This design comes from an exercise in tuning for small area and a short achievable clock period on the open sky130 flow, not from production work.
At most, simulation tests tie the RTL to the original design; equivalence was not proved.
Power is estimated from default activity; no workload was simulated.

==> 05-05: inputs <==
## cam_pixel_labeler
module cam_pixel_labeler (
    input  logic        clk,
    input  logic        reset,
    input  logic        href,
    input  logic        vsync,
    input  logic [ 7:0] ov7670_data,
    output logic        we,
    output logic [16:0] wAddr,
    output logic [ 2:0] label_data,
    output logic        camera_dp_en,
    output logic        v_finish_camera,
    output logic [ 9:0] x_pixel_camera,
    output logic [ 9:0] y_pixel_camera
);
    logic [9:0] h_counter;
    logic [9:0] v_counter;
    logic       v_sync_flag;
    logic [7:0] hi_byte;
    logic [2:0] label_next;
    logic [9:0] h_next, v_next;
    logic [9:0] h_carry, v_carry;
    logic       line_end;
    logic [10:0] addr_hi, addr_sum;
    logic [11:0] addr_carry;
    assign x_pixel_camera = h_counter[9:1];
    assign y_pixel_camera = v_counter;
    assign camera_dp_en = ~(h_counter[9] & (h_counter[8] | h_counter[7])) &
                          ~(v_counter[9] | v_counter[8] | (&v_counter[7:4]));
    logic [10:0] op_a, op_b, cs_sum, cs_carry;
    assign op_a = {1'b0, v_counter};
    assign op_b = {v_counter[8:0], h_counter[8:7]};
    assign cs_sum   = op_a ^ op_b ^ {8'd0, h_counter[9], 2'b00};
    assign cs_carry = (op_a & op_b) | ((op_a ^ op_b) & {8'd0, h_counter[9], 2'b00});
    assign addr_hi  = cs_sum;
    assign addr_carry[0] = 1'b0;
    for (genvar i = 0; i < 11; i++) begin : g_addr
        logic y;
        if (i == 0) assign y = 1'b0;
        else        assign y = cs_carry[i-1];
        assign addr_sum[i]     = addr_hi[i] ^ y ^ addr_carry[i];
        assign addr_carry[i+1] = (addr_hi[i] & y) | (addr_carry[i] & (addr_hi[i] ^ y));
    end
    assign wAddr[5:0]  = h_counter[6:1];
    assign wAddr[16:6] = addr_sum;
    assign h_carry[0] = 1'b1;
    assign v_carry[0] = line_end;
    for (genvar i = 1; i < 10; i++) begin : g_carry
        assign h_carry[i] = h_carry[i-1] & h_counter[i-1];
        assign v_carry[i] = v_carry[i-1] & v_counter[i-1];
    end
    assign line_end = (h_counter == 10'd639);
    assign h_next = {10{href}} & (h_counter ^ h_carry);
    assign v_next = {10{~vsync}} & (v_counter ^ v_carry);
  ...
==> module cam_pixel_labeler, before the edit <==
module cam_pixel_labeler (
    input  logic        clk,
    input  logic        reset,
    input  logic        href,
    input  logic        vsync,
    input  logic [ 7:0] ov7670_data,
    output logic        we,
    output logic [16:0] wAddr,
    output logic [ 2:0] label_data,
    output logic        camera_dp_en,
    output logic        v_finish_camera,
    output logic [ 9:0] x_pixel_camera,
    output logic [ 9:0] y_pixel_camera
);
    logic [9:0] h_counter;
    logic [9:0] v_counter;
    logic       v_sync_flag;
    logic [7:0] hi_byte;
    logic [2:0] label_next;
    logic [9:0] h_next, v_next;
    logic [9:0] h_carry, v_carry;
    logic       line_end;
    logic [10:0] addr_hi, addr_sum;
    logic [11:0] addr_carry;
    assign x_pixel_camera = h_counter[9:1];
    assign y_pixel_camera = v_counter;
    assign camera_dp_en = ~(h_counter[9] & (h_counter[8] | h_counter[7])) &
                          ~(v_counter[9] | v_counter[8] | (&v_counter[7:4]));
    logic [10:0] op_a, op_b, cs_sum, cs_carry;
    assign op_a = {1'b0, v_counter};
    assign op_b = {v_counter[8:0], h_counter[8:7]};
    assign cs_sum   = op_a ^ op_b ^ {8'd0, h_counter[9], 2'b00};
    assign cs_carry = (op_a & op_b) | ((op_a ^ op_b) & {8'd0, h_counter[9], 2'b00});
    assign addr_hi  = cs_sum;
    assign addr_carry[0] = 1'b0;
    for (genvar i = 0; i < 11; i++) begin : g_addr
        logic y;
        if (i == 0) assign y = 1'b0;
        else        assign y = cs_carry[i-1];
        assign addr_sum[i]     = addr_hi[i] ^ y ^ addr_carry[i];
        assign addr_carry[i+1] = (addr_hi[i] & y) | (addr_carry[i] & (addr_hi[i] ^ y));
    end
    assign wAddr[5:0]  = h_counter[6:1];
    assign wAddr[16:6] = addr_sum;
    assign h_carry[0] = 1'b1;
    assign v_carry[0] = line_end;
    for (genvar i = 1; i < 10; i++) begin : g_carry
        assign h_carry[i] = h_carry[i-1] & h_counter[i-1];
        assign v_carry[i] = v_carry[i-1] & v_counter[i-1];
    end
    assign line_end = (h_counter == 10'd639);
    assign h_next = {10{href}} & (h_counter ^ h_carry);
    assign v_next = {10{~vsync}} & (v_counter ^ v_carry);
    always_ff @(posedge clk, posedge reset) begin
        if (reset) begin
            h_counter       <= 0;
            v_counter       <= 0;
            we              <= 1'b0;
            v_sync_flag     <= 1'b0;
            v_finish_camera <= 1'b0;
        end else begin
            h_counter       <= h_next;
            v_counter       <= v_next;
            we              <= href & h_counter[0];
            v_sync_flag     <= vsync;
            v_finish_camera <= vsync & ~v_sync_flag;
        end
    end
    always_ff @(posedge clk) begin
        hi_byte    <= ov7670_data;
        label_data <= label_next;
    end
    Label_Gen U_Label_Gen (
        .pixel     ({hi_byte, ov7670_data}),
        .label_data(label_next)
    );
endmodule
export LEC_CHECK = 0
export CAP_MARGIN = 20
export CORE_MARGIN = 2
export CORE_UTILIZATION = 40
export SLEW_MARGIN = 20
create_clock -name core_clock -period 150.0 [get_ports {clk}]
standard.sh (not shown) runs the stock make flow with config.mk's settings and CLKGATE_MAP_FILE= SYNTH_SCRIPT=/design/flow/synth_recipe.tcl, a recipe that flattens the netlist after the stock synthesis.
==> flow/flow/run.sh <==
#!/bin/bash
# Layout flow:
#  1. the standard synthesis (standard.sh synth);
#  2. fa_cin.py puts the latest input of each full adder on its carry-in pin;
#  3. reopt.tcl re-synthesises the logic between the registers for area with ABC
#     (registers, their names and cell types untouched) and rebuilds the full adders
#     from two-input gates (fastfa.v); equiv.tcl checks the result against step 1,
#     and step 1's netlist is used if that check fails;
#  4. the standard layout of that netlist, with port buffers of the smallest
#     buffer cell and a clock tree of small buffers without dummy loads.
# Each tool's output goes to a numbered log file in the work folder.
set -euo pipefail
WORK=$PWD
FLOW=$WORK/flow
RES=$WORK/orfs/results/$FLOW_PLATFORM/cam_pixel_labeler/base
YOSYS=$(command -v yosys || echo "$FLOW_HOME/../tools/install/yosys/bin/yosys")
export LIBERTY=$FLOW_HOME/platforms/sky130hd/lib/sky130_fd_sc_hd__tt_025C_1v80.lib
export FLOWDIR=$FLOW

bash standard.sh synth > 1_standard_synth.log 2>&1
cp "$RES/1_2_yosys.v" std_synth.v

python3 "$FLOW/fa_cin.py" std_synth.v std_prep.v > 2_fa_cin.log 2>&1 || cp std_synth.v std_prep.v

NET=std_synth.v
if "$YOSYS" -c "$FLOW/reopt.tcl" > 3_reopt.log 2>&1 && [[ -s reopt.v ]]; then
  if "$YOSYS" -c "$FLOW/equiv.tcl" > 4_equiv.log 2>&1; then
    NET=reopt.v
  fi
fi
echo "netlist used: $NET" > netlist_choice.txt

bash standard.sh clean_synth > 5_clean_synth.log 2>&1
bash standard.sh "SYNTH_NETLIST_FILES=$WORK/$NET" \
  "BUFFER_PORTS_ARGS=-buffer_cell sky130_fd_sc_hd__buf_1" \
  "CTS_ARGS=-sink_clustering_enable -repair_clock_nets -dont_use_dummy_load -buf_list sky130_fd_sc_hd__clkbuf_4 -root_buf sky130_fd_sc_hd__clkbuf_4" \
  finish > 6_layout.log 2>&1
==> flow/flow/fa_cin.py <==
#!/usr/bin/env python3
"""Put the latest input of each full adder on its carry-in pin.

A full adder is symmetric in its three inputs, and in the gate form the address
adder is built from (flow/fastfa.v) the carry-in reaches both outputs through
fewer gates than A and B do. An adder whose A or B comes from another adder, while
its carry-in does not, gets those two inputs swapped. Reads and writes a flat
Verilog netlist of sky130 cells.
"""
import re
import sys

src, dst = sys.argv[1], sys.argv[2]
text = open(src).read()
inst_re = re.compile(r'^(\s*)(sky130_fd_sc_hd__\w+)\s+(\S+)\s*\((.*?)\);\s*$', re.M | re.S)
pin_re = re.compile(r'\.(\w+)\(([^()]*)\)')

cells = []
for m in inst_re.finditer(text):
    pins = {k: v.strip() for k, v in pin_re.findall(m.group(4))}
    cells.append({'type': m.group(2), 'name': m.group(3), 'pins': pins, 'span': m.span()})

from_adder = set()
for c in cells:
    if c['type'].startswith('sky130_fd_sc_hd__fa_'):
        from_adder.add(c['pins']['SUM'])
        from_adder.add(c['pins']['COUT'])

swaps = 0
for c in cells:
    if not c['type'].startswith('sky130_fd_sc_hd__fa_'):
        continue
    p = c['pins']
    if p['CIN'] in from_adder:
        continue
    for pin in ('A', 'B'):
        if p[pin] in from_adder:
            p[pin], p['CIN'] = p['CIN'], p[pin]
            c['swapped'] = True
            swaps += 1
            break

def fmt(t, n, pins):
    body = ',\n'.join('    .%s(%s)' % (k, v) for k, v in pins.items())
    return '  %s %s (\n%s\n  );' % (t, n, body)

out = []
last = 0
for c in cells:
    s, e = c['span']
    out.append(text[last:s])
    out.append(fmt(c['type'], c['name'] + '_cin', c['pins']) if c.get('swapped') else text[s:e])
    last = e
out.append(text[last:])
open(dst, 'w').write(''.join(out))
print('swapped inputs of %d full adders' % swaps)
==> flow/flow/fastfa.v <==
// Full-adder cells of the address adder, rebuilt from two-input gates so that the
// carry ripples through two nand2 gates per bit instead of a full-adder cell.
(* techmap_celltype = "sky130_fd_sc_hd__fa_1" *)
module fast_fa (A, B, CIN, COUT, SUM);
  input A, B, CIN;
  output COUT, SUM;
  wire p, g_n, t_n;
  sky130_fd_sc_hd__xor2_1  x_p (.A(A), .B(B), .X(p));
  sky130_fd_sc_hd__nand2_1 n_g (.A(A), .B(B), .Y(g_n));
  sky130_fd_sc_hd__nand2_1 n_t (.A(p), .B(CIN), .Y(t_n));
  sky130_fd_sc_hd__nand2_1 n_c (.A(g_n), .B(t_n), .Y(COUT));
  sky130_fd_sc_hd__xor2_1  x_s (.A(p), .B(CIN), .X(SUM));
endmodule
==> flow/flow/reopt.tcl <==
yosys -import
set lib $::env(LIBERTY)
set flow $::env(FLOWDIR)
read_liberty -ignore_miss_func $lib
read_verilog std_prep.v
hierarchy -top cam_pixel_labeler
# registers and tie cells stay as they are; everything else becomes plain gates
setattr -mod -set keep_hierarchy 1 sky130_fd_sc_hd__df*
setattr -mod -set keep_hierarchy 1 sky130_fd_sc_hd__conb_1
# full-adder cells from the adder mapping are kept too
setattr -mod -set keep_hierarchy 1 sky130_fd_sc_hd__fa_*
flatten
opt_clean
abc -script $flow/area.abc -liberty $lib -dont_use sky130_fd_sc_hd__lpflow_bleeder_1 -dont_use sky130_fd_sc_hd__lpflow_clkbufkapwr_1 -dont_use sky130_fd_sc_hd__lpflow_clkbufkapwr_16 -dont_use sky130_fd_sc_hd__lpflow_clkbufkapwr_2 -dont_use sky130_fd_sc_hd__lpflow_clkbufkapwr_4 -dont_use sky130_fd_sc_hd__lpflow_clkbufkapwr_8 -dont_use sky130_fd_sc_hd__lpflow_clkinvkapwr_1 -dont_use sky130_fd_sc_hd__lpflow_clkinvkapwr_16 -dont_use sky130_fd_sc_hd__lpflow_clkinvkapwr_2 -dont_use sky130_fd_sc_hd__lpflow_clkinvkapwr_4 -dont_use sky130_fd_sc_hd__lpflow_clkinvkapwr_8 -dont_use sky130_fd_sc_hd__lpflow_decapkapwr_12 -dont_use sky130_fd_sc_hd__lpflow_decapkapwr_3 -dont_use sky130_fd_sc_hd__lpflow_decapkapwr_4 -dont_use sky130_fd_sc_hd__lpflow_decapkapwr_6 -dont_use sky130_fd_sc_hd__lpflow_decapkapwr_8 -dont_use sky130_fd_sc_hd__lpflow_inputiso0n_1 -dont_use sky130_fd_sc_hd__lpflow_inputiso0p_1 -dont_use sky130_fd_sc_hd__lpflow_inputiso1n_1 -dont_use sky130_fd_sc_hd__lpflow_inputiso1p_1 -dont_use sky130_fd_sc_hd__lpflow_inputisolatch_1 -dont_use sky130_fd_sc_hd__lpflow_isobufsrc_1 -dont_use sky130_fd_sc_hd__lpflow_isobufsrc_16 -dont_use sky130_fd_sc_hd__lpflow_isobufsrc_2 -dont_use sky130_fd_sc_hd__lpflow_isobufsrc_4 -dont_use sky130_fd_sc_hd__lpflow_isobufsrc_8 -dont_use sky130_fd_sc_hd__lpflow_isobufsrckapwr_16 -dont_use sky130_fd_sc_hd__lpflow_lsbuf_lh_hl_isowell_tap_1 -dont_use sky130_fd_sc_hd__lpflow_lsbuf_lh_hl_isowell_tap_2 -dont_use sky130_fd_sc_hd__lpflow_lsbuf_lh_hl_isowell_tap_4 -dont_use sky130_fd_sc_hd__lpflow_lsbuf_lh_isowell_4 -dont_use sky130_fd_sc_hd__lpflow_lsbuf_lh_isowell_tap_1 -dont_use sky130_fd_sc_hd__lpflow_lsbuf_lh_isowell_tap_2 -dont_use sky130_fd_sc_hd__lpflow_lsbuf_lh_isowell_tap_4 -dont_use sky130_fd_sc_hd__probe_p_8 -dont_use sky130_fd_sc_hd__probec_p_8 
# the kept full adders become a faster gate form
techmap -map $flow/fastfa.v t:sky130_fd_sc_hd__fa_1
opt_clean -purge
hilomap -singleton -hicell sky130_fd_sc_hd__conb_1 HI -locell sky130_fd_sc_hd__conb_1 LO
select cam_pixel_labeler
write_verilog -noattr -selected reopt.v
Other scripts of this flow, unchanged in this note and not shown: flow/flow/area.abc, flow/flow/equiv.tcl
==> 05-10: changes against 05-05 <==
==> flow/flow/run.sh (replaced) <==
#!/bin/bash
# Layout flow: the standard synthesis, then the combinational logic between the
# registers is re-synthesised for area with ABC (registers, their names and cell types
# untouched, equivalence checked), then the standard layout from that netlist, with
# the port buffers made from the smallest buffer cell and a small clock tree.
set -euo pipefail
WORK=$PWD
FLOW=$WORK/flow
RES=$WORK/orfs/results/$FLOW_PLATFORM/cam_pixel_labeler/base
YOSYS=$(command -v yosys || echo "$FLOW_HOME/../tools/install/yosys/bin/yosys")
export LIBERTY=$FLOW_HOME/platforms/sky130hd/lib/sky130_fd_sc_hd__tt_025C_1v80.lib
export FLOWDIR=$FLOW

bash standard.sh synth > 1_standard_synth.log 2>&1
cp "$RES/1_2_yosys.v" std_synth.v

NET=std_synth.v
if "$YOSYS" -c "$FLOW/reopt.tcl" > 2_reopt.log 2>&1 && [[ -s reopt.v ]]; then
  if "$YOSYS" -c "$FLOW/equiv.tcl" > 3_equiv.log 2>&1; then
    NET=reopt.v
  fi
fi
echo "netlist used: $NET" > netlist_choice.txt

bash standard.sh clean_synth > 4_clean_synth.log 2>&1
bash standard.sh "SYNTH_NETLIST_FILES=$WORK/$NET" \
  "BUFFER_PORTS_ARGS=-buffer_cell sky130_fd_sc_hd__buf_1" \
  "CTS_ARGS=-sink_clustering_enable -repair_clock_nets -dont_use_dummy_load -buf_list sky130_fd_sc_hd__clkbuf_4 -root_buf sky130_fd_sc_hd__clkbuf_4" \
  finish > 5_layout.log 2>&1
--- a/flow/flow/reopt.tcl
+++ b/flow/flow/reopt.tcl
@@ -3,5 +3,5 @@
 set flow $::env(FLOWDIR)
 read_liberty -ignore_miss_func $lib
-read_verilog std_prep.v
+read_verilog std_synth.v
 hierarchy -top cam_pixel_labeler
 # registers and tie cells stay as they are; everything else becomes plain gates
@@ -13,6 +13,4 @@
 opt_clean
 abc -script $flow/area.abc -liberty $lib -dont_use sky130_fd_sc_hd__lpflow_bleeder_1 -dont_use sky130_fd_sc_hd__lpflow_clkbufkapwr_1 -dont_use sky130_fd_sc_hd__lpflow_clkbufkapwr_16 -dont_use sky130_fd_sc_hd__lpflow_clkbufkapwr_2 -dont_use sky130_fd_sc_hd__lpflow_clkbufkapwr_4 -dont_use sky130_fd_sc_hd__lpflow_clkbufkapwr_8 -dont_use sky130_fd_sc_hd__lpflow_clkinvkapwr_1 -dont_use sky130_fd_sc_hd__lpflow_clkinvkapwr_16 -dont_use sky130_fd_sc_hd__lpflow_clkinvkapwr_2 -dont_use sky130_fd_sc_hd__lpflow_clkinvkapwr_4 -dont_use sky130_fd_sc_hd__lpflow_clkinvkapwr_8 -dont_use sky130_fd_sc_hd__lpflow_decapkapwr_12 -dont_use sky130_fd_sc_hd__lpflow_decapkapwr_3 -dont_use sky130_fd_sc_hd__lpflow_decapkapwr_4 -dont_use sky130_fd_sc_hd__lpflow_decapkapwr_6 -dont_use sky130_fd_sc_hd__lpflow_decapkapwr_8 -dont_use sky130_fd_sc_hd__lpflow_inputiso0n_1 -dont_use sky130_fd_sc_hd__lpflow_inputiso0p_1 -dont_use sky130_fd_sc_hd__lpflow_inputiso1n_1 -dont_use sky130_fd_sc_hd__lpflow_inputiso1p_1 -dont_use sky130_fd_sc_hd__lpflow_inputisolatch_1 -dont_use sky130_fd_sc_hd__lpflow_isobufsrc_1 -dont_use sky130_fd_sc_hd__lpflow_isobufsrc_16 -dont_use sky130_fd_sc_hd__lpflow_isobufsrc_2 -dont_use sky130_fd_sc_hd__lpflow_isobufsrc_4 -dont_use sky130_fd_sc_hd__lpflow_isobufsrc_8 -dont_use sky130_fd_sc_hd__lpflow_isobufsrckapwr_16 -dont_use sky130_fd_sc_hd__lpflow_lsbuf_lh_hl_isowell_tap_1 -dont_use sky130_fd_sc_hd__lpflow_lsbuf_lh_hl_isowell_tap_2 -dont_use sky130_fd_sc_hd__lpflow_lsbuf_lh_hl_isowell_tap_4 -dont_use sky130_fd_sc_hd__lpflow_lsbuf_lh_isowell_4 -dont_use sky130_fd_sc_hd__lpflow_lsbuf_lh_isowell_tap_1 -dont_use sky130_fd_sc_hd__lpflow_lsbuf_lh_isowell_tap_2 -dont_use sky130_fd_sc_hd__lpflow_lsbuf_lh_isowell_tap_4 -dont_use sky130_fd_sc_hd__probe_p_8 -dont_use sky130_fd_sc_hd__probec_p_8 
-# the kept full adders become a faster gate form
-techmap -map $flow/fastfa.v t:sky130_fd_sc_hd__fa_1
 opt_clean -purge
 hilomap -singleton -hicell sky130_fd_sc_hd__conb_1 HI -locell sky130_fd_sc_hd__conb_1 LO
removed: flow/flow/fa_cin.py
removed: flow/flow/fastfa.v
==> 01-22: changes against 05-05 <==
--- a/flow/design.v
+++ b/flow/design.v
@@ -207,5 +207,5 @@
     logic [9:0] h_carry, v_carry;
     logic       line_end;
-    logic [10:0] addr_hi, addr_sum;
+    logic [10:0] addr_sum;
     logic [11:0] addr_carry;
     assign x_pixel_camera = h_counter[9:1];
@@ -213,17 +213,18 @@
     assign camera_dp_en = ~(h_counter[9] & (h_counter[8] | h_counter[7])) &
                           ~(v_counter[9] | v_counter[8] | (&v_counter[7:4]));
-    logic [10:0] op_a, op_b, cs_sum, cs_carry;
-    assign op_a = {1'b0, v_counter};
-    assign op_b = {v_counter[8:0], h_counter[8:7]};
-    assign cs_sum   = op_a ^ op_b ^ {8'd0, h_counter[9], 2'b00};
-    assign cs_carry = (op_a & op_b) | ((op_a ^ op_b) & {8'd0, h_counter[9], 2'b00});
-    assign addr_hi  = cs_sum;
+    logic [10:0] addr_w, addr_b;
+    logic [10:2] addr_e;
+    assign addr_w[1:0] = v_counter[1:0];
+    assign addr_e[2]   = h_counter[9];
+    for (genvar i = 2; i < 10; i++) begin : g_addr_inc
+        assign addr_w[i]   = v_counter[i] ^ addr_e[i];
+        assign addr_e[i+1] = v_counter[i] & addr_e[i];
+    end
+    assign addr_w[10] = addr_e[10];
+    assign addr_b = {v_counter[8:0], h_counter[8:7]};
     assign addr_carry[0] = 1'b0;
     for (genvar i = 0; i < 11; i++) begin : g_addr
-        logic y;
-        if (i == 0) assign y = 1'b0;
-        else        assign y = cs_carry[i-1];
-        assign addr_sum[i]     = addr_hi[i] ^ y ^ addr_carry[i];
-        assign addr_carry[i+1] = (addr_hi[i] & y) | (addr_carry[i] & (addr_hi[i] ^ y));
+        assign addr_sum[i]     = addr_w[i] ^ addr_b[i] ^ addr_carry[i];
+        assign addr_carry[i+1] = (addr_w[i] & addr_b[i]) | (addr_carry[i] & (addr_w[i] ^ addr_b[i]));
     end
     assign wAddr[5:0]  = h_counter[6:1];
==> flow/flow/run.sh (replaced) <==
#!/bin/bash
# Layout flow: the standard synthesis, then the combinational logic between the
# registers is re-synthesised for area with ABC (registers, their names and cell types
# untouched, equivalence checked), then the standard layout from that netlist, with
# the port buffers made from the smallest buffer cell and a small clock tree.
set -euo pipefail
WORK=$PWD
FLOW=$WORK/flow
RES=$WORK/orfs/results/$FLOW_PLATFORM/cam_pixel_labeler/base
YOSYS=$(command -v yosys || echo "$FLOW_HOME/../tools/install/yosys/bin/yosys")
export LIBERTY=$FLOW_HOME/platforms/sky130hd/lib/sky130_fd_sc_hd__tt_025C_1v80.lib
export FLOWDIR=$FLOW

bash standard.sh synth > 1_standard_synth.log 2>&1
cp "$RES/1_2_yosys.v" std_synth.v

NET=std_synth.v
if "$YOSYS" -c "$FLOW/reopt.tcl" > 2_reopt.log 2>&1 && [[ -s reopt.v ]]; then
  if "$YOSYS" -c "$FLOW/equiv.tcl" > 3_equiv.log 2>&1; then
    NET=reopt.v
  fi
fi
echo "netlist used: $NET" > netlist_choice.txt

bash standard.sh clean_synth > 4_clean_synth.log 2>&1
bash standard.sh "SYNTH_NETLIST_FILES=$WORK/$NET" \
  "BUFFER_PORTS_ARGS=-buffer_cell sky130_fd_sc_hd__buf_1" \
  "CTS_ARGS=-sink_clustering_enable -repair_clock_nets -dont_use_dummy_load -buf_list sky130_fd_sc_hd__clkbuf_4 -root_buf sky130_fd_sc_hd__clkbuf_4" \
  finish > 5_layout.log 2>&1
--- a/flow/flow/reopt.tcl
+++ b/flow/flow/reopt.tcl
@@ -3,5 +3,5 @@
 set flow $::env(FLOWDIR)
 read_liberty -ignore_miss_func $lib
-read_verilog std_prep.v
+read_verilog std_synth.v
 hierarchy -top cam_pixel_labeler
 # registers and tie cells stay as they are; everything else becomes plain gates
removed: flow/flow/fa_cin.py
==> summary.md <==
| Metric | Value |
|---|---|
| Netlist Area Pre-Place | `2140 um2` |
| Reg-to-reg critical path startpoint | `hi_byte[5]` |
| DIE AREA | `5960 um2` |
| Seq/total area | `0.323` |
| CP Depth | `22` |
| Clock network power | `0.00443 mW` |
| Worst vdd ir | `0.00439 mV` |
| Status | `no timing/DRC/antenna violations` |
| P per Cell Area | `6.70 nW/um2` |
| Post-Synthesis Cells | `301` |
| Combinational power | `0.00250 mW` |
| Clk_skew | `0.0250 ns` |
[end of results for 01-22]
==> summary.md <==
| Metric | Value |
|---|---|
| Status | `no timing/DRC/antenna violations` |
| Netlist Area Pre-Place | `2110 um2` |
| DIE AREA | `5880 um2` |
| Worst vdd ir | `0.00478 mV` |
| Placed cell areas | `2400 um2` |
| Setup crit end kind | `output pin` |
| Post-Synthesis Cells | `297` |
| Clock network power | `0.00423 mW` |
| CP Depth | `27` |
| Combinational power | `0.00237 mW` |
| Reg-to-reg critical path startpoint | `h_counter[1]` |
| P per Cell Area | `6.65 nW/um2` |
| Seq/total area | `0.327` |
[end of results for 05-05]
==> summary.md <==
| Metric | Value |
|---|---|
| Worst Tran Pin Value | `0.808 ns` |
| Clk_skew | `0.00968 ns` |
| Combinational power | `0.00239 mW` |
| Status | `no timing/DRC/antenna violations` |
| CP Depth | `14` |
| Seq/total area | `0.338` |
| Non-clk bufs | `53` |
| Clock network power | `0.00436 mW` |
| Design Area, Final | `2350 um2` |
| DIE AREA | `5670 um2` |
| Nets | `342` |
| Reg-to-reg critical path startpoint | `h_counter[1]` |
| Netlist Area Pre-Place | `2030 um2` |
| Post-Synthesis Cells | `261` |
[end of results for 05-10]
The RTL of 01-22 was laid out without a check of its function.

static timing again, ports no longer ideal:
In the flow no input, the clock included, has a driving cell. The finished layouts below were timed again as built, in two steps.
Step 1 (the two cells are an assumption about what drives the block):
set clk [get_ports {clk}]
set_driving_cell -lib_cell sky130_fd_sc_hd__clkbuf_16 $clk
set_driving_cell -lib_cell sky130_fd_sc_hd__buf_2 [delete_from_list [all_inputs] $clk]
Step 2 adds t to the input delays and takes it off the output delays; t is the mean of the earliest and latest rising clock arrival at the registers after step 1. Input paths then give back, and output paths get back, about the clock's delay inside the block.
Slacks: ideal / step 1 / step 2; pairs: ideal / step 1.
run	shift t [ns]	setup WS [ns]	hold WS [ns]	clock arrival spread, ns
05-05	0.347	116.604 / 116.577 / 116.923	0.434 / 0.434 / 0.434	0.035 / 0.035
05-10	0.345	115.286 / 115.260 / 115.605	0.393 / 0.393 / 0.393	0.010 / 0.010
01-22	0.358	116.493 / 116.466 / 116.824	0.396 / 0.396 / 0.396	0.025 / 0.025
After both steps every run listed still meets setup and hold.
